Context: an optimization exercise on an open-source flow, tuned for small area and a short achievable clock period. The choices shown serve that exercise and are no tape-out recipe.
RTL that was checked went through simulation tests only; none was proved equivalent to the original.
Function not checked in runs 1 to 3: the RTL went through the layout flow alone.
No run shown here takes its clock network from TritonCTS; it comes from the design's own scripts or RTL.
The clock input has no modelled driver; a real chip could not lean on it and would need a root buffer or a full tree.
Power and IR drop assume default switching activity.

### flow/config.mk
export PLATFORM = sky130hd
export DESIGN_NAME = top_module
export DESIGN_NICKNAME = top_module
export VERILOG_FILES = /design/flow/design.v
export SDC_FILE = /design/flow/constraint.sdc
export NUM_CORES = 4
export LEC_CHECK = 0
export CAP_MARGIN = 20
export CORE_MARGIN = 2
export CORE_UTILIZATION = 40
export SETUP_SLACK_MARGIN = 2.5
export SLEW_MARGIN = 20
export SYNTH_HIERARCHICAL = 1
### flow/constraint.sdc
create_clock -name core_clock -period 4.5 [get_ports {pclk}]
set_input_delay 0.9000 -clock core_clock [delete_from_list [all_inputs] [get_ports {pclk}]]
set_output_delay 0.9000 -clock core_clock [all_outputs]
set_load 0.01 [all_outputs]
### flow/design.v
module gpio_read_mux (
    input         en,
    input  [39:0] sel,      
    input  [31:0] d0, d1, d2, d3, d4, d5, d7, d8, d9,
    input  [1:0]  d6,
    output [31:0] rd
);
    wire off = !en;
    genvar i;
    generate
        for (i = 0; i < 32; i = i + 1) begin : bit_
            wire [9:0] s = sel[(i / 8) * 10 +: 10];
            wire x1, x2, x3;
            gpio_aoi222 g1 (.a1(s[0]), .a2(d0[i]), .b1(s[1]), .b2(d1[i]),
                            .c1(s[2]), .c2(d2[i]), .y(x1));
            gpio_aoi222 g2 (.a1(s[3]), .a2(d3[i]), .b1(s[4]), .b2(d4[i]),
                            .c1(s[5]), .c2(d5[i]), .y(x2));
            if (i < 2) begin : ctrl_
                wire x4;
                gpio_aoi222 g3 (.a1(s[7]), .a2(d7[i]), .b1(s[8]), .b2(d8[i]),
                                .c1(s[9]), .c2(d9[i]), .y(x3));
                gpio_nand2 g4 (.a(s[6]), .b(d6[i]), .y(x4));
                gpio_aoi41 g5 (.a1(x1), .a2(x2), .a3(x3), .a4(x4), .b(off), .y(rd[i]));
            end else begin : data_
                gpio_aoi222 g3 (.a1(s[7]), .a2(d7[i]), .b1(s[8]), .b2(d8[i]),
                                .c1(s[9]), .c2(d9[i]), .y(x3));
                gpio_aoi31 g5 (.a1(x1), .a2(x2), .a3(x3), .b(off), .y(rd[i]));
            end
        end
    endgenerate
endmodule
module gpio_aoi222 (input a1, a2, b1, b2, c1, c2, output y);
    assign y = !((a1 && a2) || (b1 && b2) || (c1 && c2));
endmodule
module gpio_aoi31 (input a1, a2, a3, b, output y);
    assign y = !((a1 && a2 && a3) || b);
endmodule
module gpio_aoi41 (input a1, a2, a3, a4, b, output y);
    assign y = !((a1 && a2 && a3 && a4) || b);
endmodule
module gpio_nand2 (input a, b, output y);
    assign y = !(a && b);
endmodule
module gpio_read_decode (
    input  [3:0] a,
    input        hold_out, hold_inte, hold_ptrig, hold_aux, hold_eclk, hold_nec,
    output [9:0] sel
);
    assign sel[0] = (a == 4'd0);
    assign sel[1] = (a == 4'd1) && hold_out;
    assign sel[2] = (a == 4'd2);
    assign sel[3] = (a == 4'd3) && hold_inte;
    assign sel[4] = (a == 4'd4) && hold_ptrig;
    assign sel[5] = (a == 4'd5) && hold_aux;
    assign sel[6] = (a == 4'd6);
    assign sel[7] = (a == 4'd7) && hold_inte;
    assign sel[8] = (a == 4'd8) && hold_eclk;
    assign sel[9] = (a == 4'd9) && hold_nec;
endmodule
module top_module (
    input         pclk,
    input         presetn,
    input         psel,
    input         penable,
    input         pwrite,
    input  [31:0] paddr,
    input  [31:0] pwdata,
    output [31:0] prdata,
    output        pready,
    output        irq,
    input  [31:0] aux_in,
    input  [31:0] pad_in,
    output [31:0] pad_out,
    output [31:0] pad_oe
);
    reg  [31:0] r_in, r_out, r_oe, r_inte, r_ptrig, r_aux, r_eclk, r_nec;
    reg  [1:0]  r_ctrl;
    reg         r_irq;
    reg  [31:0] r_pad_out;
    reg  [31:0] r_prdata;
    wire        aligned = (paddr[31:6] == 26'd0) && (paddr[1:0] == 2'd0);
    wire [3:0]  a = paddr[5:2];
    wire        wsetup = psel && !penable && pwrite && aligned;
    wire        pick_out   = wsetup && (a == 4'd1);
    wire        pick_oe    = wsetup && (a == 4'd2);
    wire        pick_inte  = wsetup && (a == 4'd3);
    wire        pick_ptrig = wsetup && (a == 4'd4);
    wire        pick_aux   = wsetup && (a == 4'd5);
    wire        pick_ctrl  = wsetup && (a == 4'd6);
    wire        pick_eclk  = wsetup && (a == 4'd8);
    wire        pick_nec   = wsetup && (a == 4'd9);
    reg we_out, we_oe, we_inte, we_ptrig, we_aux, we_ctrl, we_eclk, we_nec;
    reg hold_out, hold_oe, hold_inte, hold_ptrig, hold_aux, hold_eclk, hold_nec;
    always @(posedge pclk or negedge presetn) begin
        if (!presetn) begin
            {we_out, we_oe, we_inte, we_ptrig, we_aux, we_ctrl, we_eclk, we_nec} <= 8'd0;
            {hold_out, hold_oe, hold_inte, hold_ptrig, hold_aux, hold_eclk, hold_nec} <= 7'd0;
        end else begin
            we_out     <= pick_out;
            we_oe      <= pick_oe;
            we_inte    <= pick_inte;
            we_ptrig   <= pick_ptrig;
            we_aux     <= pick_aux;
            we_ctrl    <= pick_ctrl;
            we_eclk    <= pick_eclk;
            we_nec     <= pick_nec;
            hold_out   <= !pick_out   && (hold_out   || we_out);
            hold_oe    <= !pick_oe;
            hold_inte  <= !pick_inte  && (hold_inte  || we_inte);
            hold_ptrig <= !pick_ptrig && (hold_ptrig || we_ptrig);
            hold_aux   <= !pick_aux   && (hold_aux   || we_aux);
            hold_eclk  <= !pick_eclk  && (hold_eclk  || we_eclk);
            hold_nec   <= !pick_nec   && (hold_nec   || we_nec);
        end
    end
    wire [31:0] out_nx   = ({32{we_out}}   & pwdata) | ({32{hold_out}}   & r_out);
    wire [31:0] oe_nx    = ({32{we_oe}}    & pwdata) | ({32{hold_oe}}    & r_oe);
    wire [31:0] inte_nx  = ({32{we_inte}}  & pwdata) | ({32{hold_inte}}  & r_inte);
    wire [31:0] ptrig_nx = ({32{we_ptrig}} & pwdata) | ({32{hold_ptrig}} & r_ptrig);
    wire [31:0] aux_nx   = ({32{we_aux}}   & pwdata) | ({32{hold_aux}}   & r_aux);
    wire [31:0] eclk_nx  = ({32{we_eclk}}  & pwdata) | ({32{hold_eclk}}  & r_eclk);
    wire [31:0] nec_nx   = ({32{we_nec}}   & pwdata) | ({32{hold_nec}}   & r_nec);
    wire [31:0] pad_nx  = (aux_nx & aux_in) | (~aux_nx & out_nx);
    wire [31:0] pad_val = (r_oe & r_pad_out) | (~r_oe & pad_in);
    wire        inte_valid = hold_inte || we_inte;
    wire [31:0] ints_raw = r_inte & (r_in ^ r_ptrig);
    wire [1:0]  ctrl_nx = we_ctrl ? pwdata[1:0]
                                  : {r_ctrl[1] | (r_ctrl[0] & r_irq), r_ctrl[0]};
    wire [39:0] rsel;
    genvar lane;
    generate
        for (lane = 0; lane < 4; lane = lane + 1) begin : lane_
            gpio_read_decode u_dec (
                .a          (a),
                .hold_out   (hold_out),
                .hold_inte  (hold_inte),
                .hold_ptrig (hold_ptrig),
                .hold_aux   (hold_aux),
                .hold_eclk  (hold_eclk),
                .hold_nec   (hold_nec),
                .sel        (rsel[lane*10 +: 10])
            );
        end
    endgenerate
    wire [31:0] rd_nx;
    gpio_read_mux u_rd (
        .en   (aligned && presetn),
        .sel  (rsel),
        .d0   (pad_val),
        .d1   (r_out),
        .d2   (r_oe),
        .d3   (r_inte),
        .d4   (r_ptrig),
        .d5   (r_aux),
        .d6   (ctrl_nx),
        .d7   (ints_raw),
        .d8   (r_eclk),
        .d9   (r_nec),
        .rd   (rd_nx)
    );
    always @(posedge pclk or negedge presetn) begin
        if (!presetn) begin
            r_oe      <= 32'd0;
            r_ctrl    <= 2'd0;
            r_irq     <= 1'b0;
            r_pad_out <= 32'd0;
        end else begin
            r_oe      <= oe_nx;
            r_ctrl    <= ctrl_nx;
            r_irq     <= inte_valid && (|ints_raw);
            r_pad_out <= pad_nx;
        end
    end
    always @(posedge pclk) begin
        r_in    <= pad_val;
        r_out   <= out_nx;
        r_inte  <= inte_nx;
        r_ptrig <= ptrig_nx;
        r_aux   <= aux_nx;
        r_eclk  <= eclk_nx;
        r_nec   <= nec_nx;
        r_prdata <= rd_nx;
    end
    assign prdata  = r_prdata;
    assign pready  = 1'b1;
    assign irq     = r_irq;
    assign pad_out = r_pad_out;
    assign pad_oe  = r_oe;
endmodule
### flow/flow/run.sh
#!/bin/bash
# Standard layout with two changes: the port buffers are buf_1 cells instead
# of the resizer's default choice, and the clock tree is the two-level tree
# that clock_tree.tcl builds (run by the CTS step in place of
# clock_tree_synthesis). Each tool's output is in the ORFS logs under orfs/,
# and make's own output in standard.log.
set -euo pipefail
export BUFFER_PORTS_ARGS="-buffer_cell sky130_fd_sc_hd__buf_1"
export PRE_CTS_TCL="$PWD/flow/clock_tree.tcl"
export CLOCK_TREE_PORT=pclk
export CLOCK_TREE_TOP_COLS=2 CLOCK_TREE_TOP_ROWS=2
export CLOCK_TREE_LEAF_COLS=2 CLOCK_TREE_LEAF_ROWS=2
export CLOCK_TREE_TOP_CELL=sky130_fd_sc_hd__clkbuf_16 CLOCK_TREE_LEAF_CELL=sky130_fd_sc_hd__clkbuf_16
bash standard.sh > standard.log 2>&1
### flow/flow/clock_tree.tcl
# Two-level clock tree, built in place of clock_tree_synthesis (sourced as
# PRE_CTS_TCL). The flip-flops are split by position into quadrants of equal
# size, and each quadrant into groups of equal size (a split is into columns
# of equal count, each cut into rows of equal count). Each group gets a
# buffer at its centre, and each quadrant a buffer at the centre of its
# groups' buffers, driven by the clock port (4 pins at most). Every
# flip-flop thus sees two buffers with about the same load. The cells are
# CLOCK_TREE_TOP_CELL and CLOCK_TREE_LEAF_CELL.
proc my_split {pts cols rows} {
  set n [llength $pts]
  set sx [lsort -integer -index 1 $pts]
  set out {}
  for {set c 0} {$c < $cols} {incr c} {
    set col [lsort -integer -index 2 [lrange $sx [expr {$c * $n / $cols}] [expr {($c + 1) * $n / $cols - 1}]]]
    set m [llength $col]
    for {set r 0} {$r < $rows} {incr r} {
      lappend out [lrange $col [expr {$r * $m / $rows}] [expr {($r + 1) * $m / $rows - 1}]]
    }
  }
  return $out
}

proc my_buffer {name pts innet cell} {
  set block [ord::get_db_block]
  set master [[ord::get_db] findMaster $cell]
  set buf [odb::dbInst_create $block $master $name]
  set net [odb::dbNet_create $block ${name}_net]
  $net setSigType CLOCK
  set x 0; set y 0
  foreach s $pts { incr x [lindex $s 1]; incr y [lindex $s 2] }
  set x [expr {$x / [llength $pts]}]; set y [expr {$y / [llength $pts]}]
  [$buf findITerm A] connect $innet
  [$buf findITerm X] connect $net
  $buf setLocation [expr {$x - [$master getWidth] / 2}] [expr {$y - [$master getHeight] / 2}]
  $buf setPlacementStatus PLACED
  return [list $net $x $y]
}

proc my_clock_tree {} {
  set block [ord::get_db_block]
  set clk [$block findNet $::env(CLOCK_TREE_PORT)]
  set sinks {}
  foreach it [$clk getITerms] {
    set bb [[$it getInst] getBBox]
    lappend sinks [list $it [expr {([$bb xMin] + [$bb xMax]) / 2}] [expr {([$bb yMin] + [$bb yMax]) / 2}]]
  }
  foreach it [$clk getITerms] { $it disconnect }
  set qc $::env(CLOCK_TREE_TOP_COLS); set qr $::env(CLOCK_TREE_TOP_ROWS)
  set lc $::env(CLOCK_TREE_LEAF_COLS); set lr $::env(CLOCK_TREE_LEAF_ROWS)
  puts "clock tree: [llength $sinks] sinks, [expr {$qc * $qr}] top buffers, [expr {$lc * $lr}] leaf buffers each"
  set q 0
  foreach quad [my_split $sinks $qc $qr] {
    set groups [my_split $quad $lc $lr]
    # Top buffer at the centre of its leaf buffers, which sit at the
    # centres of their groups.
    set centres {}
    foreach g $groups {
      set x 0; set y 0
      foreach s $g { incr x [lindex $s 1]; incr y [lindex $s 2] }
      lappend centres [list {} [expr {$x / [llength $g]}] [expr {$y / [llength $g]}]]
    }
    set top [lindex [my_buffer clktree_top_$q $centres $clk $::env(CLOCK_TREE_TOP_CELL)] 0]
    set l 0
    foreach g $groups {
      set leaf [lindex [my_buffer clktree_leaf_${q}_$l $g $top $::env(CLOCK_TREE_LEAF_CELL)] 0]
      foreach s $g { [lindex $s 0] connect $leaf }
      incr l
    }
    incr q
  }
  set_propagated_clock [all_clocks]
}

my_clock_tree
# The tree is built: leave nothing for clock_tree_synthesis to do.
proc clock_tree_synthesis {args} { puts "clock_tree_synthesis skipped: tree built by clock_tree.tcl" }
### flow/standard.sh
#!/bin/bash
# synth_recipe.tcl (not shown) runs the flow's synth.tcl, then flattens the netlist and writes it again
# the make line also repeats each setting of config.mk as NAME=value (left out here)
make -C /OpenROAD-flow-scripts/flow DESIGN_CONFIG=/design/flow/config.mk WORK_HOME=/design/flow/orfs CLKGATE_MAP_FILE= SYNTH_SCRIPT=/design/flow/synth_recipe.tcl "${@:-finish}"
==> key figures, run 1 <==
Die
  • Core Box Area: 31300 sq um
  • DIE HEIGHT: 182 microns
  • Die ar.: 33000 sq um
  • Initial Utilization: 0.403
  • Row Count: 65
  • Die width: 182 microns
  • I/O Pins: 231

Timing
  • Unrepaired setup endpoints after global routing: true
  • Setup WS post-layout: 2460 ps
  • Worst-Margin Slew: 988 ps
  • Slew headroom: 0.341
  • Clock skew: 12.3 ps
  • Peak Freq: 0.490 GHz
  • Hold Slack: 484 ps
  • Final setup vio count: 0
  • Final slew viol count: 0
  • Hold Fails Final Rpt: 0
  • Fin crit period: 2040 ps
  • Tcrit/Tclk final: 0.453
  • Final TNS setup: 0 ps

Power and ir drop
  • Pleak: 0.00585 uW
  • VDD IR max: 176 uV
  • Power per cell area: 324 nW/um^2

Worst setup path
  • Worst setup SP type: primary input
  • Worst Path Arrival: 2280 ps
  • CP max FO: 8
  • CP Capture Type: flip-flop
  • Worst r2r path cells: 4
  • Required @ worst endpoint: 4740 ps
  • Critical path class: primary input to flip-flop

Global routing
  • Number of global-route vias before repair: 10300
  • First-pass GRT wire length: 61000 microns
  • Global route total overflow: 0
  • Initial antenna violation count: 0
  • Largest net degree at the start of global routing: 55
  • Gr usage total: 0.234

Layout
  • Final nets: 1397
  • Fill count: 2828
  • Reg area: 7200 sq um
  • Area added between synthesis and finish: 22.2%
  • Ratio of cells with drive above 1 in the final layout: 0.177
  • Final instance area: 15400 sq um
  • Multi-input logic area: 5640 sq um
  • Final Util: 0.493
  • # diodes: 0

Placed design
  • Port bufs: 229
  • GPL Wtd Cong: 0.804
  • Setup WS pre-CTS: 1500 ps
  • Placed Area: 14000 sq um
  • Post-detail-place hpwl: 25400 microns

Outcome
  • Outcome: no timing/DRC/antenna violations

Min path
  • WHS Path Cells: 1
  • Min-delay worst type: flip-flop to flip-flop

Drt
  • Via count: 10400
  • Post-route DRC violation count: 0
  • Vias/cell: 6.25
  • Drt wl/cell: 24.8 microns
  • DRT iter0 DRCs: 1318
  • Post-DRT Antenna Nets: 0
  • WL final: 41200 microns
  • Pre-antenna DRT Iters: 7

Clock network
  • CTS Hold Bufs: 0
  • Skew-Pair Late Insertion Delay: 320 ps
  • Clock Pin Slew Worst Setup and Hold Paths: 80 ps

Yosys
  • Cells after synthesis: 1013
  • Post-Syn Area per Cell: 12.5 sq um
  • Cell Area, Synth: 12600 sq um
  • Yosys warning count: 7

Run
  • Max Cap Viol: 0
==> worst paths after layout <==
path,slack (ps),end,from
min,480,r_eclk[29],r_eclk[29]
min in group asynchronous,560,r_ctrl[1],presetn
max reg2reg,2570,r_prdata[20],hold_aux
max,2460,r_prdata[3],paddr[29]
max in group asynchronous,2750,r_oe[3],presetn
min reg2reg,480,r_eclk[29],r_eclk[29]
==> cells in the final DEF, fill, tap and decap left out, types with 9 or more instances in the layout <==
master	instances
a222oi_1	96
a22o_1	224
a22oi_1	16
a31oi_1	21
a31oi_4	9
and2_1	34
and3_4	12
buf_1	222
buf_4	36
buf_6	10
clkbuf_16	25
dfrtp_1	72
dfxtp_1	256
mux2_2	65
nor2_1	15
nor2b_1	9
nor4_4	10
xor2_1	32
==> cell type report <==
cell class,count,share of cell area
timing repair inverter,2,0.00146
buffer,20,0.0325
tap,402,0.0326
sequential,338,0.467
multi-input combinational,615,0.366
inverter,3,0.00162
timing repair buffer,284,0.0996
==> metal layers <==
metal  wire length, microns  global-route usage  up-vias  part of all wire
met4                   1070              0.0533        0             0.026
met2                  19200               0.389      491              0.47
met5                      0                   0        -                 0
li1                       -                   -     4607                 -
met3                   2730              0.0251       65             0.066
met1                  18200               0.329     5229              0.44
==> worst max-delay path, stage by stage <==
cell and delay (ps):
buf_1 90, nor4_2 320, nand3_2 250, nor3_4 280, bufinv_8 270, a31oi_1 160
==> what timing repair did <==
action	in CTS	in global routing
buffers inserted	10	18
pin swaps	13	50
endpoints found under the setup margin	62	47
gates cloned	3	6
gates resized for setup	53	70
==> where the power goes <==
part | leakage [uW] | internal [uW] | switching [uW]
Combinational | 0.00243 | 102 | 158
Sequential | 0.00317 | 3010 | 6.44
Clock | 0.000246 | 800 | 915
==> stage by stage <==
step,cells,total power [uW]
floorplan,1013,3150
global placement,1607,3280
detailed placement,1607,3290
CTS,1640,4980
global route,1664,5160
finish,1664,4990
==> run 2, diff against run 1 <==
--- a/flow/design.v
+++ b/flow/design.v
@@ -1,6 +1,6 @@
 module gpio_read_mux (
     input         en,
-    input  [39:0] sel,      
+    input  [9:0]  sel,
     input  [31:0] d0, d1, d2, d3, d4, d5, d7, d8, d9,
     input  [1:0]  d6,
     output [31:0] rd
@@ -9,21 +9,20 @@
     genvar i;
     generate
         for (i = 0; i < 32; i = i + 1) begin : bit_
-            wire [9:0] s = sel[(i / 8) * 10 +: 10];
             wire x1, x2, x3;
-            gpio_aoi222 g1 (.a1(s[0]), .a2(d0[i]), .b1(s[1]), .b2(d1[i]),
-                            .c1(s[2]), .c2(d2[i]), .y(x1));
-            gpio_aoi222 g2 (.a1(s[3]), .a2(d3[i]), .b1(s[4]), .b2(d4[i]),
-                            .c1(s[5]), .c2(d5[i]), .y(x2));
+            gpio_aoi222 g1 (.a1(sel[0]), .a2(d0[i]), .b1(sel[1]), .b2(d1[i]),
+                            .c1(sel[2]), .c2(d2[i]), .y(x1));
+            gpio_aoi222 g2 (.a1(sel[3]), .a2(d3[i]), .b1(sel[4]), .b2(d4[i]),
+                            .c1(sel[5]), .c2(d5[i]), .y(x2));
             if (i < 2) begin : ctrl_
                 wire x4;
-                gpio_aoi222 g3 (.a1(s[7]), .a2(d7[i]), .b1(s[8]), .b2(d8[i]),
-                                .c1(s[9]), .c2(d9[i]), .y(x3));
-                gpio_nand2 g4 (.a(s[6]), .b(d6[i]), .y(x4));
+                gpio_aoi222 g3 (.a1(sel[7]), .a2(d7[i]), .b1(sel[8]), .b2(d8[i]),
+                                .c1(sel[9]), .c2(d9[i]), .y(x3));
+                gpio_nand2 g4 (.a(sel[6]), .b(d6[i]), .y(x4));
                 gpio_aoi41 g5 (.a1(x1), .a2(x2), .a3(x3), .a4(x4), .b(off), .y(rd[i]));
             end else begin : data_
-                gpio_aoi222 g3 (.a1(s[7]), .a2(d7[i]), .b1(s[8]), .b2(d8[i]),
-                                .c1(s[9]), .c2(d9[i]), .y(x3));
+                gpio_aoi222 g3 (.a1(sel[7]), .a2(d7[i]), .b1(sel[8]), .b2(d8[i]),
+                                .c1(sel[9]), .c2(d9[i]), .y(x3));
                 gpio_aoi31 g5 (.a1(x1), .a2(x2), .a3(x3), .b(off), .y(rd[i]));
             end
         end
@@ -41,21 +40,8 @@
 module gpio_nand2 (input a, b, output y);
     assign y = !(a && b);
 endmodule
-module gpio_read_decode (
-    input  [3:0] a,
-    input        hold_out, hold_inte, hold_ptrig, hold_aux, hold_eclk, hold_nec,
-    output [9:0] sel
-);
-    assign sel[0] = (a == 4'd0);
-    assign sel[1] = (a == 4'd1) && hold_out;
-    assign sel[2] = (a == 4'd2);
-    assign sel[3] = (a == 4'd3) && hold_inte;
-    assign sel[4] = (a == 4'd4) && hold_ptrig;
-    assign sel[5] = (a == 4'd5) && hold_aux;
-    assign sel[6] = (a == 4'd6);
-    assign sel[7] = (a == 4'd7) && hold_inte;
-    assign sel[8] = (a == 4'd8) && hold_eclk;
-    assign sel[9] = (a == 4'd9) && hold_nec;
+module gpio_and2 (input a, b, output y);
+    assign y = a && b;
 endmodule
 module top_module (
     input         pclk,
@@ -126,22 +112,25 @@
     wire [31:0] ints_raw = r_inte & (r_in ^ r_ptrig);
     wire [1:0]  ctrl_nx = we_ctrl ? pwdata[1:0]
                                   : {r_ctrl[1] | (r_ctrl[0] & r_irq), r_ctrl[0]};
-    wire [39:0] rsel;
-    genvar lane;
-    generate
-        for (lane = 0; lane < 4; lane = lane + 1) begin : lane_
-            gpio_read_decode u_dec (
-                .a          (a),
-                .hold_out   (hold_out),
-                .hold_inte  (hold_inte),
-                .hold_ptrig (hold_ptrig),
-                .hold_aux   (hold_aux),
-                .hold_eclk  (hold_eclk),
-                .hold_nec   (hold_nec),
-                .sel        (rsel[lane*10 +: 10])
-            );
-        end
-    endgenerate
+    reg         up;
+    always @(posedge pclk or negedge presetn) begin
+        if (!presetn) up <= 1'b0;
+        else          up <= 1'b1;
+    end
+    wire [3:0]  lo = {a[1:0] == 2'd3 && up, a[1:0] == 2'd2 && up,
+                      a[1:0] == 2'd1 && up, a[1:0] == 2'd0};
+    wire [2:0]  hi = {a[3:2] == 2'd2 && up, a[3:2] == 2'd1 && up, a[3:2] == 2'd0};
+    wire [9:0]  rsel;
+    gpio_and2 s0 (.a(hi[0]), .b(lo[0]), .y(rsel[0]));
+    gpio_and2 s1 (.a(hi[0]), .b(lo[1]), .y(rsel[1]));
+    gpio_and2 s2 (.a(hi[0]), .b(lo[2]), .y(rsel[2]));
+    gpio_and2 s3 (.a(hi[0]), .b(lo[3]), .y(rsel[3]));
+    gpio_and2 s4 (.a(hi[1]), .b(lo[0]), .y(rsel[4]));
+    gpio_and2 s5 (.a(hi[1]), .b(lo[1]), .y(rsel[5]));
+    gpio_and2 s6 (.a(hi[1]), .b(lo[2]), .y(rsel[6]));
+    gpio_and2 s7 (.a(hi[1]), .b(lo[3]), .y(rsel[7]));
+    gpio_and2 s8 (.a(hi[2]), .b(lo[0]), .y(rsel[8]));
+    gpio_and2 s9 (.a(hi[2]), .b(lo[1]), .y(rsel[9]));
     wire [31:0] rd_nx;
     gpio_read_mux u_rd (
         .en   (aligned && presetn),
==> key figures, run 2 <==
Global routing
  • Largest net degree at the start of global routing: 52
  • Initial antenna violation count: 1
  • First-pass GRT wire length: 63900 microns
  • Global route total overflow: 0
  • Met3 Track Usage GR: 0.0263
  • Number of global-route vias before repair: 10100
  • Met1 Use GR: 0.366
  • Gr usage total: 0.255
  • Met2 usage: 0.411
  • GRT busiest layer: met2

Power and ir drop
  • Power per cell area: 335 nW/um^2
  • Pleak: 0.00573 uW
  • VDD IR max: 173 uV

Worst setup path
  • R2R Setup Slk: 2620 ps
  • Worst r2r path cells: 3
  • Critical path class: primary input to flip-flop
  • CP max FO: 6
  • Worst setup endpoint: r_prdata[23]
  • R2R Path End: r_pad_out[0]
  • CP Capture Type: flip-flop
  • Reg2Reg Launch Point: we_out
  • Required @ worst endpoint: 4680 ps
  • Worst Path Arrival: 2250 ps
  • Worst setup SP type: primary input
  • CP startpoint: paddr[2]

Drt
  • Drt wl/cell: 27.1 microns
  • WL final: 43800 microns
  • DRT iter0 DRCs: 1648
  • Pre-antenna DRT Iters: 9
  • Via count: 10100
  • Post-route DRC violation count: 0
  • Post-DRT Antenna Nets: 0
  • Vias/cell: 6.28

Timing
  • Final TNS setup: 0 ps
  • Fin crit period: 2070 ps
  • Tcrit/Tclk final: 0.460
  • Clock skew: 21.0 ps
  • Peak Freq: 0.483 GHz
  • Worst-Margin Slew: 855 ps
  • Slew headroom: 0.430
  • Final setup vio count: 0
  • Unrepaired setup endpoints after global routing: true
  • Hold Fails Final Rpt: 0
  • Final slew viol count: 0

Yosys
  • Synth cell count leaders: 256 x dfxtp_1, 224 x a22o_1, 96 x a222oi_1
  • Register bit total from synthesis: 339
  • Post-synth cell types: 33
  • Yosys warning count: 7
  • Synth top area share: 0.416
  • Synth area leader: dfxtp_1
  • Cells after synthesis: 962
  • Most frequent cell after synthesis: dfxtp_1
  • Cell Area, Synth: 12300 sq um
  • Sequential fraction of the synthesis area: 0.585
  • Most used flip-flop cell after synthesis: dfxtp_1
  • FFs w/ async S/R, synth: 0.245
  • Top cells by area, synth: dfxtp_1 42%, dfrtp_1 17%, a22o_1 16%
  • Post-Syn Area per Cell: 12.8 sq um
  • Number of synthesized flops with an enable pin: 0

Layout
  • Commonest non-fill, non-tap cell in the layout: dfxtp_1
  • Ratio of cells with drive above 1 in the final layout: 0.151
  • # diodes: 0
  • Area added between synthesis and finish: 20.4%
  • Multi-input logic area: 5100 sq um
  • Reg area: 7200 sq um
  • Most frequent cells in the layout: 256 x dfxtp_1, 224 x a22o_1, 224 x buf_1
  • Final Util: 0.487
  • Fill count: 2869
  • Final nets: 1351

Clock network
  • Skew-Pair Late Insertion Delay: 320 ps
  • CTS Hold Bufs: 0
  • Clock Pin Slew Worst Setup and Hold Paths: 90 ps

Min path
  • Min-delay worst type: primary input to asynchronous set/reset pin

Die
  • Die width: 179 microns
  • Die ar.: 32200 sq um
  • DIE HEIGHT: 179 microns
  • Row Count: 64
  • Initial Utilization: 0.405
  • I/O Pins: 231
  • Core Box Area: 30400 sq um

Placed design
  • Port bufs: 229
  • GPL Wtd Cong: 0.785
  • Post-detail-place hpwl: 23300 microns

Run
  • Max Cap Viol: 0

Outcome
  • Outcome: no timing/DRC/antenna violations
-- run 2: changes by cell type in the layout (fill, tap and decap cells not counted), sizes merged, moves of 2 or more --
cell / previous run / this run
clkbuf: 27 / 23
inv: 4 / 1
a21oi: 4 / 1
and3: 22 / 8
nand3: 5 / 2
buf: 277 / 273
nor3: 10 / 2
nor2b: 12 / 4
and2: 37 / 61
nor2: 19 / 8
nor4: 13 / 7
nor3b: 2 / 0
a31oi: 32 / 35
nand2b: 8 / 0
-- run 2: repair_timing --
| action | CTS | global route |
|---|---|---|
| setup buffers | 20 | 8 |
| cloned | 16 | 3 |
| pin swaps | 44 | 68 |
| hold endpoints to repair | 0 | 0 |
| setup endpoints to repair | 64 | 47 |
| gates resized for setup | 43 | 10 |
-- run 2: Yosys stat by module (local to each module, per instance) --
module | cell area (sq um) | cells inside | flip-flops and latches
gpio_aoi222 | 10.0 | 1 | 0
gpio_aoi31 | 6.26 | 1 | 0
gpio_aoi41 | 16.3 | 1 | 0
gpio_and2 | 6.26 | 1 | 0
gpio_nand2 | 3.75 | 1 | 0
gpio_read_mux | 3.75 | 1 | 0
top_module | 11100 | 821 | 339
-- run 2: kinds of logic (layout without fill, tap and decap cells) --
kind of cell / count (synthesis) / in the layout / synth area share
flip-flops: 339 / 339 / 0.585
AO/OA/AOI/OAI: 377 / 377 / 0.270
buffers and inverters: 60 / 298 / 0.0192
other: 1 / 2 / 0.000304
AND/OR/NAND/NOR: 88 / 103 / 0.0438
XOR/XNOR: 32 / 32 / 0.0228
multiplexers: 65 / 65 / 0.0594
-- run 2: worst min-delay path by stage --
stage	cells past startpoint	to	startpoint
2_1_floorplan	1	r_nec[31]	r_nec[31]
3_3_place_gp	1	r_eclk[30]	r_eclk[30]
3_5_place_dp	1	r_eclk[30]	r_eclk[30]
4_1_cts	1	r_eclk[30]	r_eclk[30]
5_1_grt	1	r_pad_out[1]	presetn
6_report	1	r_pad_out[1]	presetn
-- run 2: layout make-up --
cell class,instances,share of cell area
Sequential cell,339,0.486
Inverter,2,0.00143
Multi-Input combinational cell,579,0.344
Tap cell,396,0.0334
Timing Repair Buffer,276,0.102
Buffer,20,0.0337
-- run 2: metal layers --
metal  routed length, microns  vias up
li1                         -     4430
met1                    18700     5049
met2                    20000      568
met3                     3800       81
met4                     1260        2
met5                       12        -
-- run 2: where the power goes --
| part | switching (uW) | total (uW) | internal [uW] |
|---|---|---|---|
| Clock | 925 | 1730 | 801 |
| Sequential | 7.33 | 3030 | 3020 |
| Combinational | 132 | 212 | 80.0 |
-- run 2: through the flow --
| stage | setup WS (ps) | instance area (sq um) | instances | total power (uW) | hold slack (ps) |
|---|---|---|---|---|---|
| 3_5_place_dp | 1910 | 13600 | 1545 | 3270 | 454 |
| 4_1_cts | 2430 | 14700 | 1601 | 4970 | 479 |
| 2_1_floorplan | 2490 | 12400 | 963 | 3150 | 439 |
| 3_3_place_gp | 1970 | 13600 | 1545 | 3260 | 453 |
| 6_report | 2430 | 14800 | 1612 | 4970 | 475 |
| 5_1_grt | 2400 | 14800 | 1612 | 5100 | 491 |
-- run 2: critical path, stage by stage --
cell	delay, ps
buf_12	110
nor2b_4	120
and2_4	160
buf_6	110
and2_4	190
buf_6	140
buf_4	130
a222oi_1	240
a31oi_1	130
==> run 3, diff against run 2 <==
--- a/flow/config.mk
+++ b/flow/config.mk
@@ -8,6 +8,7 @@
 export CAP_MARGIN = 20
 export CORE_MARGIN = 2
 export CORE_UTILIZATION = 40
-export SETUP_SLACK_MARGIN = 2.5
+export SETUP_SLACK_MARGIN = 2.65
 export SLEW_MARGIN = 20
 export SYNTH_HIERARCHICAL = 1
+export TNS_END_PERCENT = 5
==> key figures, run 3 <==
Drt
  • DRT iter0 DRCs: 1661
  • Post-route DRC violation count: 0
  • Via count: 10200
  • Vias/cell: 6.36
  • Drt wl/cell: 27.1 microns
  • Pre-antenna DRT Iters: 9
  • Post-DRT Antenna Nets: 0
  • WL final: 43300 microns

Timing
  • Final setup vio count: 0
  • Clock skew: 21.7 ps
  • Slew headroom: 0.421
  • Worst-Margin Slew: 869 ps
  • Fin crit period: 2150 ps
  • Hold Fails Final Rpt: 0
  • Unrepaired setup endpoints after global routing: true
  • Final slew viol count: 0
  • Final TNS setup: 0 ps
  • Peak Freq: 0.465 GHz
  • Tcrit/Tclk final: 0.478

Yosys
  • Synth top area share: 0.416
  • Most used flip-flop cell after synthesis: dfxtp_1
  • Top cells by area, synth: dfxtp_1 42%, dfrtp_1 17%, a22o_1 16%
  • Number of synthesized flops with an enable pin: 0
  • Synth cell count leaders: 256 x dfxtp_1, 224 x a22o_1, 96 x a222oi_1
  • Mux contribution to synthesized area: 0.0594
  • Cell Area, Synth: 12300 sq um
  • Yosys warning count: 7
  • Synth area leader: dfxtp_1
  • Compound-Gate Fraction of Synth Area: 0.270
  • Combinational family with the most area after synthesis: compound AO/OA/AOI/OAI gates
  • Post-Syn Area per Cell: 12.8 sq um
  • Cells after synthesis: 962
  • Register bit total from synthesis: 339
  • Synth Area in Adders: 0
  • XOR/XNOR share of the synthesized area: 0.0228
  • Most frequent cell after synthesis: dfxtp_1
  • FFs w/ async S/R, synth: 0.245
  • Post-synthesis simple-gate area fraction: 0.0438
  • Sequential fraction of the synthesis area: 0.585
  • Post-synth cell types: 33

Worst setup path
  • Required @ worst endpoint: 4690 ps
  • Worst Path Arrival: 2340 ps
  • Crit path largest cell delay: 500 ps
  • Crit path top cell by count: and2_4
  • Critical path class: primary input to flip-flop
  • Worst r2r path cells: 3
  • Worst setup SP type: primary input
  • Slowest CP cell: a222oi_1
  • CP Capture Type: flip-flop
  • CP cell instances: buf_2, nor2b_4, and2_4, and2_4, buf_12, a222oi_1, a31oi_2
  • R2R Setup Slk: 2640 ps
  • CP max FO: 9

Layout
  • Area added between synthesis and finish: 19.5%
  • Final nets: 1339
  • Most frequent cells in the layout: 256 x dfxtp_1, 224 x a22o_1, 224 x buf_1
  • # diodes: 0
  • Ratio of cells with drive above 1 in the final layout: 0.146
  • Non-Filler Instances: 1600
  • Commonest non-fill, non-tap cell in the layout: dfxtp_1

Global routing
  • First-pass GRT wire length: 63600 microns
  • Largest net degree at the start of global routing: 52
  • Number of global-route vias before repair: 10100
  • Initial antenna violation count: 1
  • Gr usage total: 0.254
  • Global route total overflow: 0

Power and ir drop
  • VDD IR max: 173 uV
  • Pleak: 0.00566 uW
  • Power per cell area: 336 nW/um^2

Placed design
  • GPL Wtd Cong: 0.785
  • Placed insts: 1545
  • Post-detail-place hpwl: 23300 microns
  • Port bufs: 229

Die
  • DIE HEIGHT: 179 microns
  • Die ar.: 32200 sq um
  • Die width: 179 microns
  • Core Box Area: 30400 sq um
  • Initial Utilization: 0.405
  • Row Count: 64
  • I/O Pins: 231

Clock network
  • Skew-Pair Late Insertion Delay: 320 ps
  • Clock Pin Slew Worst Setup and Hold Paths: 90 ps
  • CTS Hold Bufs: 0

Outcome
  • Outcome: no timing/DRC/antenna violations

Run
  • Max Cap Viol: 0

Min path
  • Min-delay worst type: primary input to asynchronous set/reset pin
==> run 3: cell counts after synthesis <==
Identical to the previous run, type by type.
==> run 3: where the power goes <==
part | internal, uW | total, uW | switching (uW)
Combinational | 68.0 | 196 | 128
Sequential | 3020 | 3030 | 7.45
Clock | 800 | 1720 | 923
Total | 3890 | 4950 | 1060
==> run 3: repair_timing <==
| item | CTS | global route |
|---|---|---|
| setup buffers | 20 | 1 |
| cloned | 13 | 1 |
| gates resized for setup | 36 | 5 |
| endpoints found under the setup margin | 66 | 68 |
| pin swaps | 19 | 5 |
==> run 3: per-layer routing <==
metal | share of wire | vias up | GRT usage | wire length [microns]
li1 | - | 4404 | - | -
met1 | 0.43 | 5091 | 0.359 | 18400
met3 | 0.087 | 93 | 0.0350 | 3750
met4 | 0.037 | 2 | 0.0800 | 1620
met2 | 0.45 | 588 | 0.404 | 19500
met5 | 0.00025 | - | 0 | 11
==> run 3: final cells by class <==
class,instances,area [sq um]
flip-flops and latches,339,7200
inverters,2,33.8
repair inverters,2,17.5
fillers,2871,15700
plain buffers,20,500
well taps,396,495
multi-input cells,575,5090
repair buffers,266,1380
==> run 3: through the flow <==
step                      worst slack, ps  hold slack [ps]  power, uW   util  cell area, sq um
after floorplan                      2490              439       3150      -             12400
after global placement               1970              453       3260  0.447             13600
after detailed placement             1910              454       3270  0.447             13600
after CTS                            2460              479       4960  0.482             14700
after global routing                 2360              491       5080  0.484             14700
final                                2350              472       4950  0.484             14700
==> run 3: cell families (layout without fill, tap and decap cells) <==
family,count (synthesis),after routing
compound gates,377,377
flops,339,339
simple gates,88,99
mux,65,65
buf+inv,60,290
xor+xnor,32,32
other cells,1,2
==> run 3: final timing paths <==
kind / start / to
min in group core_clock: r_eclk[12] / r_eclk[12]
hold reg to reg: r_eclk[12] / r_eclk[12]
setup reg to reg: we_out / r_pad_out[0]
hold / removal: presetn / r_pad_out[1]
setup / recovery: paddr[5] / r_prdata[14]
max in group asynchronous: presetn / we_aux
==> run 3: critical path: cells and delay by family <==
kind	cells	cell delay, ps
buffers and inverters	2	290
AO/OA/AOI/OAI	2	650
AND/OR/NAND/NOR	3	500
==> run 3: modules after synthesis, one instance, submodules excluded <==
module / cell area (sq um) / times used / flip-flops and latches
gpio_aoi222: 10.0 / 96 / 0
gpio_read_mux: 3.75 / 1 / 0
gpio_nand2: 3.75 / 2 / 0
top_module: 11100 / 1 / 339
gpio_aoi41: 16.3 / 2 / 0
gpio_aoi31: 6.26 / 30 / 0
gpio_and2: 6.26 / 10 / 0
==> run 4, diff against run 3 <==
--- a/flow/design.v
+++ b/flow/design.v
@@ -39,9 +39,6 @@
 endmodule
 module gpio_nand2 (input a, b, output y);
     assign y = !(a && b);
-endmodule
-module gpio_and2 (input a, b, output y);
-    assign y = a && b;
 endmodule
 module top_module (
     input         pclk,
@@ -112,25 +109,17 @@
     wire [31:0] ints_raw = r_inte & (r_in ^ r_ptrig);
     wire [1:0]  ctrl_nx = we_ctrl ? pwdata[1:0]
                                   : {r_ctrl[1] | (r_ctrl[0] & r_irq), r_ctrl[0]};
-    reg         up;
-    always @(posedge pclk or negedge presetn) begin
-        if (!presetn) up <= 1'b0;
-        else          up <= 1'b1;
-    end
-    wire [3:0]  lo = {a[1:0] == 2'd3 && up, a[1:0] == 2'd2 && up,
-                      a[1:0] == 2'd1 && up, a[1:0] == 2'd0};
-    wire [2:0]  hi = {a[3:2] == 2'd2 && up, a[3:2] == 2'd1 && up, a[3:2] == 2'd0};
     wire [9:0]  rsel;
-    gpio_and2 s0 (.a(hi[0]), .b(lo[0]), .y(rsel[0]));
-    gpio_and2 s1 (.a(hi[0]), .b(lo[1]), .y(rsel[1]));
-    gpio_and2 s2 (.a(hi[0]), .b(lo[2]), .y(rsel[2]));
-    gpio_and2 s3 (.a(hi[0]), .b(lo[3]), .y(rsel[3]));
-    gpio_and2 s4 (.a(hi[1]), .b(lo[0]), .y(rsel[4]));
-    gpio_and2 s5 (.a(hi[1]), .b(lo[1]), .y(rsel[5]));
-    gpio_and2 s6 (.a(hi[1]), .b(lo[2]), .y(rsel[6]));
-    gpio_and2 s7 (.a(hi[1]), .b(lo[3]), .y(rsel[7]));
-    gpio_and2 s8 (.a(hi[2]), .b(lo[0]), .y(rsel[8]));
-    gpio_and2 s9 (.a(hi[2]), .b(lo[1]), .y(rsel[9]));
+    assign rsel[0] = (a == 4'd0);
+    assign rsel[1] = (a == 4'd1) && hold_out;
+    assign rsel[2] = (a == 4'd2);
+    assign rsel[3] = (a == 4'd3) && hold_inte;
+    assign rsel[4] = (a == 4'd4) && hold_ptrig;
+    assign rsel[5] = (a == 4'd5) && hold_aux;
+    assign rsel[6] = (a == 4'd6);
+    assign rsel[7] = (a == 4'd7) && hold_inte;
+    assign rsel[8] = (a == 4'd8) && hold_eclk;
+    assign rsel[9] = (a == 4'd9) && hold_nec;
     wire [31:0] rd_nx;
     gpio_read_mux u_rd (
         .en   (aligned && presetn),
==> flow/flow/run.sh (replaced) <==
#!/bin/bash
# Standard layout with three changes: the port buffers are buf_1 cells
# instead of the resizer's default choice; outflops.tcl gives the
# flip-flops that drive output ports drive strength 2 before the floorplan;
# and the clock tree is the two-level tree that clock_tree.tcl builds (run
# by the CTS step in place of clock_tree_synthesis). Each tool's output is
# in the ORFS logs under orfs/, and make's own output in standard.log.
set -euo pipefail
export BUFFER_PORTS_ARGS="-buffer_cell sky130_fd_sc_hd__buf_1"
export PRE_CTS_TCL="$PWD/flow/clock_tree.tcl"
export PRE_FLOORPLAN_TCL="$PWD/flow/outflops.tcl"
export CLOCK_TREE_PORT=pclk
export CLOCK_TREE_TOP_COLS=2 CLOCK_TREE_TOP_ROWS=2
export CLOCK_TREE_LEAF_COLS=2 CLOCK_TREE_LEAF_ROWS=2
export CLOCK_TREE_TOP_CELL=sky130_fd_sc_hd__clkbuf_16 CLOCK_TREE_LEAF_CELL=sky130_fd_sc_hd__clkbuf_16
bash standard.sh > standard.log 2>&1
==> flow/flow/outflops.tcl (new file) <==
# Sourced as PRE_FLOORPLAN_TCL: the flip-flops that drive output ports get
# drive strength 2 (same cell type), for their path to the port.
proc my_outflops {} {
  set n 0
  set db [ord::get_db]
  foreach bt [[ord::get_db_block] getBTerms] {
    if {[$bt getIoType] ne "OUTPUT"} { continue }
    set net [$bt getNet]
    if {$net eq "NULL"} { continue }
    foreach it [$net getITerms] {
      if {![$it isOutputSignal]} { continue }
      set inst [$it getInst]
      set name [[$inst getMaster] getName]
      if {[regexp {^(sky130_fd_sc_hd__(df|edf|sdf)[a-z]+)_1$} $name -> base]} {
        $inst swapMaster [$db findMaster ${base}_2]
        incr n
      }
    }
  }
  puts "outflops: $n flip-flops set to drive strength 2"
}
my_outflops
==> key figures, run 4 <==
Drt
  • Post-route DRC violation count: 0
  • Via count: 10100
  • Post-DRT Antenna Nets: 0
  • Vias/cell: 6.28
  • WL final: 41400 microns
  • Pre-antenna DRT Iters: 8
  • DRT iter0 DRCs: 1253
  • Drt wl/cell: 25.8 microns

Worst setup path
  • CP Capture Type: flip-flop
  • Crit path largest cell delay: 320 ps
  • Required @ worst endpoint: 4670 ps
  • Critical path class: primary input to flip-flop
  • CP max FO: 10
  • Slowest CP cell: a222oi_1
  • Worst Path Arrival: 2140 ps
  • CP cell instances: buf_6, nor2b_4, buf_4, and3_4, buf_12, a222oi_1, a41oi_2
  • Worst setup SP type: primary input

Die
  • DIE HEIGHT: 180 microns
  • Die width: 180 microns
  • Core Box Area: 30600 sq um
  • Row Count: 64
  • I/O Pins: 231
  • Initial Utilization: 0.405
  • Die ar.: 32400 sq um

Layout
  • Most frequent cells in the layout: 224 x a22o_1, 224 x buf_1, 224 x dfxtp_1
  • Reg area: 7300 sq um
  • Fill count: 2812
  • Non-Filler Instances: 1601
  • Multi-input logic area: 5060 sq um
  • Ratio of cells with drive above 1 in the final layout: 0.228
  • Final nets: 1340
  • # diodes: 0

Timing
  • Hold Fails Final Rpt: 0
  • Clock skew: 11.1 ps
  • Fin crit period: 1970 ps
  • Final TNS setup: 0 ps
  • Hold Slack: 484 ps
  • Peak Freq: 0.509 GHz
  • Tcrit/Tclk final: 0.437
  • Unrepaired setup endpoints after global routing: true
  • Final setup vio count: 0
  • Slew headroom: 0.474
  • Final slew viol count: 0
  • Setup WS post-layout: 2530 ps
  • Worst-Margin Slew: 790 ps

Power and ir drop
  • Logic pwr share: 0.046
  • VDD IR max: 182 uV
  • Internal power: 3900 uW
  • Sw Ratio: 0.216
  • Total power: 4970 uW
  • Pleak: 0.00559 uW
  • Power per cell area: 334 nW/um^2
  • Clock power share: 0.347
  • Seq pwr share: 0.607
  • Sw power: 1070 uW

Outcome
  • Outcome: no timing/DRC/antenna violations

Yosys
  • Cells after synthesis: 958
  • Most frequent cell after synthesis: dfxtp_1
  • Post-synth cell types: 36
  • Most used flip-flop cell after synthesis: dfxtp_1
  • Synth top area share: 0.417
  • Synth cell count leaders: 256 x dfxtp_1, 224 x a22o_1, 96 x a222oi_1
  • Synth area leader: dfxtp_1
  • Sequential fraction of the synthesis area: 0.585
  • Number of synthesized flops with an enable pin: 0
  • FFs w/ async S/R, synth: 0.243
  • Yosys warning count: 7
  • Register bit total from synthesis: 338
  • Chip Area, Yosys: 12300 sq um
  • Top cells by area, synth: dfxtp_1 42%, dfrtp_1 17%, a22o_1 16%

Global routing
  • Largest net degree at the start of global routing: 49
  • Global route total overflow: 0
  • Number of global-route vias before repair: 9907
  • Gr usage total: 0.238
  • Initial antenna violation count: 1
  • First-pass GRT wire length: 61100 microns

Placed design
  • Setup WS pre-CTS: 1380 ps
  • Post-detail-place hpwl: 22900 microns
  • Port bufs: 229
  • GPL Wtd Cong: 0.765
  • Placed insts: 1546

Clock network
  • CTS Hold Bufs: 0
  • Clock Pin Slew Worst Setup and Hold Paths: 80 ps
  • Skew-Pair Late Insertion Delay: 320 ps

Min path
  • Min-delay worst type: flip-flop to flip-flop

Run
  • Max Cap Viol: 0
==> run 4: changes by cell type in the layout (fill, tap and decap cells not counted), moves of 4 or more <==
cell     before  now
dfxtp_1     256  224
buf_12       16   12
dfrtp_2       1   65
buf_4        21   30
buf_6         1    8
dfxtp_2       0   32
dfrtp_1      82   17
and2_4       23    0
and3_4        0    9
==> run 4: per-layer routing <==
metal / part of all wire / wire [microns] / vias up / global-route usage
met2: 0.46 / 19200 / 554 / 0.389
met1: 0.42 / 17500 / 4997 / 0.329
met5: 0.00034 / 14 / - / 0
met4: 0.030 / 1220 / 2 / 0.0771
li1: - / - / 4427 / -
met3: 0.082 / 3390 / 78 / 0.0307
==> run 4: stage by stage <==
| stage | area [sq um] | util |
|---|---|---|
| 5_1_grt | 14900 | 0.487 |
| 3_5_place_dp | 13700 | 0.449 |
| 6_report | 14900 | 0.487 |
| 4_1_cts | 14700 | 0.482 |
| 2_1_floorplan | 12500 | - |
| 3_3_place_gp | 13700 | 0.449 |
==> run 4: power groups by stage <==
stage	clock network (uW)	logic [uW]	registers, uW
global placement	0	179	3090
CTS	1750	217	3020
global route	1850	245	3020
floorplan	0	57.4	3090
detailed placement	0	180	3090
finish	1730	229	3020
==> run 4: modules after synthesis (local to each module, per instance) <==
module | copies in the design | cells inside
top_module | 1 | 827
gpio_aoi41 | 2 | 1
gpio_aoi222 | 96 | 1
gpio_aoi31 | 30 | 1
gpio_nand2 | 2 | 1
gpio_read_mux | 1 | 1
==> run 4: layout make-up <==
type                       count  share of cell area
timing repair buffer         281               0.104
inverter                       2            0.000503
buffer                        20              0.0336
tap                          396              0.0332
multi-input combinational    564               0.339
sequential                   338               0.489
==> run 4: cell families (layout without fill, tap and decap cells) <==
kind of cell	after synthesis	in the layout	share of synthesized area
DFF	338	338	0.585
muxes	65	65	0.0596
other	1	1	0.000305
buffers and inverters	61	303	0.0196
and+or+nand+nor	84	89	0.0423
AOI/OAI and AO/OA	377	377	0.271
xor gates and xnor gates	32	32	0.0228
==> run 4: final timing paths <==
path                            slack (ps)  startpoint      endpoint  depth (start not counted)
min in group asynchronous              490     presetn  r_pad_out[3]                          1
worst min-delay path                   480    r_nec[3]      r_nec[3]                          1
worst max register to register        2560   hold_inte  r_prdata[30]                          6
worst min register to register         480    r_nec[3]      r_nec[3]                          1
max in group asynchronous             2980     presetn      r_oe[21]                          2
worst max-delay path                  2530    paddr[4]   r_prdata[0]                          7
==> run 4: worst max-delay path: cells and delay by family <==
family / cells / cell delay, ps
buffers and inverters: 3 / 420
AO/OA/AOI/OAI: 2 / 470
AND/OR/NAND/NOR: 2 / 350
==> run 4: timing repair <==
action	in CTS	in global routing
gates resized for setup	52	12
buffers inserted	17	9
pin swaps	13	33
setup endpoints to repair	59	69
cloned	6	3

what the ideal ports hide:
How much do the figures lean on ideal ports? The routed layouts below were timed once more, with nothing changed but the port constraints. Step 1, drivers: a clkbuf_16 drives pclk and a buf_2 each remaining input, both assumed. Step 2 times the ports against the registers' clock, not the clock port: input delays grow and output delays shrink by t, the midpoint of the rising clock arrivals with the driver on. a / b / c = ideal / step 1 / step 2; a / b = the first two.
| run | t (ns) | setup slack, ns | worst slew at a driven data input, ns |
|---|---|---|---|
| run 1 | 0.425 | 2.461 / 2.540 / 2.115 | 0.07 |
| run 2 | 0.421 | 2.431 / 2.490 / 2.069 | 0.07 |
| run 3 | 0.421 | 2.348 / 2.433 / 2.012 | 0.06 |
| run 4 | 0.418 | 2.534 / 2.536 / 2.161 | 0.09 |
After both steps setup and hold are still met in every run listed. The setup slack of run 4, which loses most, moves by +0.002 ns with the drivers and by -0.373 ns with both steps.
